Context: an optimization exercise on an open-source flow, tuned for small area, a short achievable clock period and few clock cycles. The choices shown serve that exercise and are no tape-out recipe. Only simulation tests tie the RTL to the original design; equivalence was not proved. Power figures rest on the tool's default switching activity, not on a simulated workload.

## P
// multicycle_CPU
module multicycle_CPU(
    input CLK,
    input reset,
    output [31:0] imem_addr,       
    input  [31:0] imem_rdata,      
    output [31:0] dmem_addr,       
    output [31:0] dmem_wdata,      
    output        dmem_we,         
    input  [31:0] dmem_rdata       
    );
Size: about 4100 cells after synthesis, roughly 1200 flip-flops, roughly 160 I/O pins.
export LEC_CHECK = 0
export ABC_CLOCK_PERIOD_IN_PS = 4000
export CAP_MARGIN = 20
export CORE_MARGIN = 2
export CORE_UTILIZATION = 40
export SETUP_SLACK_MARGIN = 5
export SLEW_MARGIN = 20
create_clock -name core_clock -period 13.0 [get_ports {CLK}]
run.sh (not shown) runs the stock make flow with config.mk's settings and CLKGATE_MAP_FILE= SYNTH_SCRIPT=/design/flow/synth_recipe.tcl, a recipe that flattens the netlist after the stock synthesis.
Testbench counts of P, summed over its fixed seeds: cycles 65,633.
Changes in Q relative to P:
Settings: swapping 40 for 65 in CORE_UTILIZATION.
### Flow results
- From P to Q the numbers moved as follows: final standard cell utilization of the core shows an increase of 27 points, number of vias per cell now sits higher, met2 wirelength from detailed routing +about 3.6%, number of cells on the worst hold path flat, worst setup slack now larger.
- On number of nets in the layout: Q sits below P.
- Taking P as the reference, in Q highest attainable clock frequency essentially unchanged; final total power decreased about 1.1%.
- Layout overhead on the synthesized area ends up higher on P.
- Compared to P, Q has final hold slack 0.0055 ns lower.
- Compared with P, Q improves final design instance area without fill.
Input-level comparison between R and Q:
Settings: clearing SETUP_SLACK_MARGIN, which used to be 5; clearing ABC_CLOCK_PERIOD_IN_PS, which used to be 4000; swapping 65 for 40 in CORE_UTILIZATION.
Notes after the runs:
- Going from Q to R, the area overhead of the layout relative to synthesis was found to have gone up by 2.0 points.
- Static power due to leakage, R vs Q: up slightly
- Number of gates resized after CTS: Q vs R — no meaningful difference
- Status: fmax parity (R, Q)
- Status: sequential cell area parity (Q, R)
- Run comparison: Q critical-path cell with the highest stage delay buf_4; R critical-path cell with the highest stage delay nand2_1
- Summary — floorplan core area, R relative to Q: higher, by 59000 um^2.
- Compared with Q, R shows a routed wire length that is about 9% lower.
- Cell count: R > Q

== nickel ==
Another version of the RTL of multicycle_CPU (not shown whole).
Size in the first run: about 1300 flip-flops, about 61000 um2 of cells after synthesis.
export LEC_CHECK = 0
export CAP_MARGIN = 20
export CORE_MARGIN = 2
export CORE_UTILIZATION = 40
export SLEW_MARGIN = 20
create_clock -name core_clock -period 13.0 [get_ports {CLK}]
standard.sh (not shown) runs the stock make flow with config.mk's settings and CLKGATE_MAP_FILE= SYNTH_SCRIPT=/design/flow/synth_recipe.tcl, a recipe that flattens the netlist after the stock synthesis.
==> flow/flow/run.sh <==
#!/bin/bash
# The standard layout (the standard.sh: standard synthesis, then ORFS
# floorplan to finish), with timing repair aiming for a larger setup slack
# than the clock period asks for. Each step's output goes to a log here.
set -euo pipefail
MARGIN=9
bash standard.sh synth > synth.log 2>&1
bash standard.sh SETUP_SLACK_MARGIN=$MARGIN finish > layout.log 2>&1
Testbench counts of nickel, summed over its fixed seeds: cycles 64,690.
Setup changes, nickel to indigo
- an added CTS_CLUSTER_SIZE of 20
- an added CTS_CLUSTER_DIAMETER of 100
[summary]
From nickel to indigo, placement-stage cell area did not move at all. indigo ended with more final period demand of the worst path than nickel. Period utilization was lower in nickel than in indigo. Summary of indigo over nickel: final routed wirelength across all metal layers went down by about 0.8%, worst path setup slack after routing went down 0.046 ns, design area went down by 3.5%, clock input transition at the sequential cells of the worst setup and hold paths now sits higher.

multicycle_CPU, a different RTL version from the one above (not shown whole).
Size in the first run: about 5100 cells after synthesis, roughly 1400 flip-flops, ~160 I/O pins.
Settings: LEC_CHECK=0, CAP_MARGIN=20, CORE_MARGIN=2, CORE_UTILIZATION=60, CTS_CLUSTER_DIAMETER=100, CTS_CLUSTER_SIZE=20, SLEW_MARGIN=20; clock period 13.0 ns.
Scripts as last shown in full above: flow/flow/run.sh
The starting point finished with capacitance limit, slew limit left.
Testbench counts at the start, summed over its fixed seeds: cycles 64,690.
Rerun with:
--- a/flow/config.mk
+++ b/flow/config.mk
@@ -8,5 +8,5 @@
 export CAP_MARGIN = 20
 export CORE_MARGIN = 2
-export CORE_UTILIZATION = 60
+export CORE_UTILIZATION = 40
 export CTS_CLUSTER_DIAMETER = 100
 export CTS_CLUSTER_SIZE = 20
After rerunning: The new run went through all stages and came out clean; maximum frequency came out higher slightly; via count came out lower by a few percent; wire length grows by a few percent.

==> port drivers added, routing unchanged <==
The flow's constraints put no driver on any port. The routed layouts listed below were extracted and timed again, unchanged, in two steps.
Step 1 assumes that a clkbuf_16 drives the clock port and a buf_2 every other input.
Step 2 also shifts input and output timing later by t, the mid clock arrival at the registers, as if the neighbouring blocks saw the same clock.
Slacks: no drivers / after step 1 / after step 2; pairs: no drivers / after step 1.
| run | shift t [ns] | slack for setup (ns) | worst setup path at the end | slew at the worst register clock pin (ns) | worst slew at a driven data input, ns |
|---|---|---|---|---|---|
| P | 0.839 | 5.257 / 5.257 / 5.257 | register to register | 0.07 / 0.07 | 0.08 |
| Q | 0.801 | 5.276 / 5.276 / 5.276 | register to register | 0.07 / 0.07 | 0.07 |
| R | 0.839 | 5.257 / 5.257 / 5.257 | register to register | 0.07 / 0.07 | 0.08 |
| nickel | 0.885 | 8.784 / 8.784 / 8.117 | input to register | 0.07 / 0.07 | 0.07 |
| indigo | 0.831 | 8.738 / 8.738 / 8.151 | input to register | 0.10 / 0.10 | 0.07 |
| the first run of note 3 | 0.795 | 8.961 / 8.948 / 8.204 | input to register | 0.10 / 0.10 | 0.05 |
| the second run of note 3 | 0.824 | 9.003 / 8.920 / 8.259 | input to register | 0.10 / 0.10 | 0.06 |
The setup slack of the first run of note 3, which loses most, moves by -0.013 ns with the drivers and by -0.757 ns with both steps.
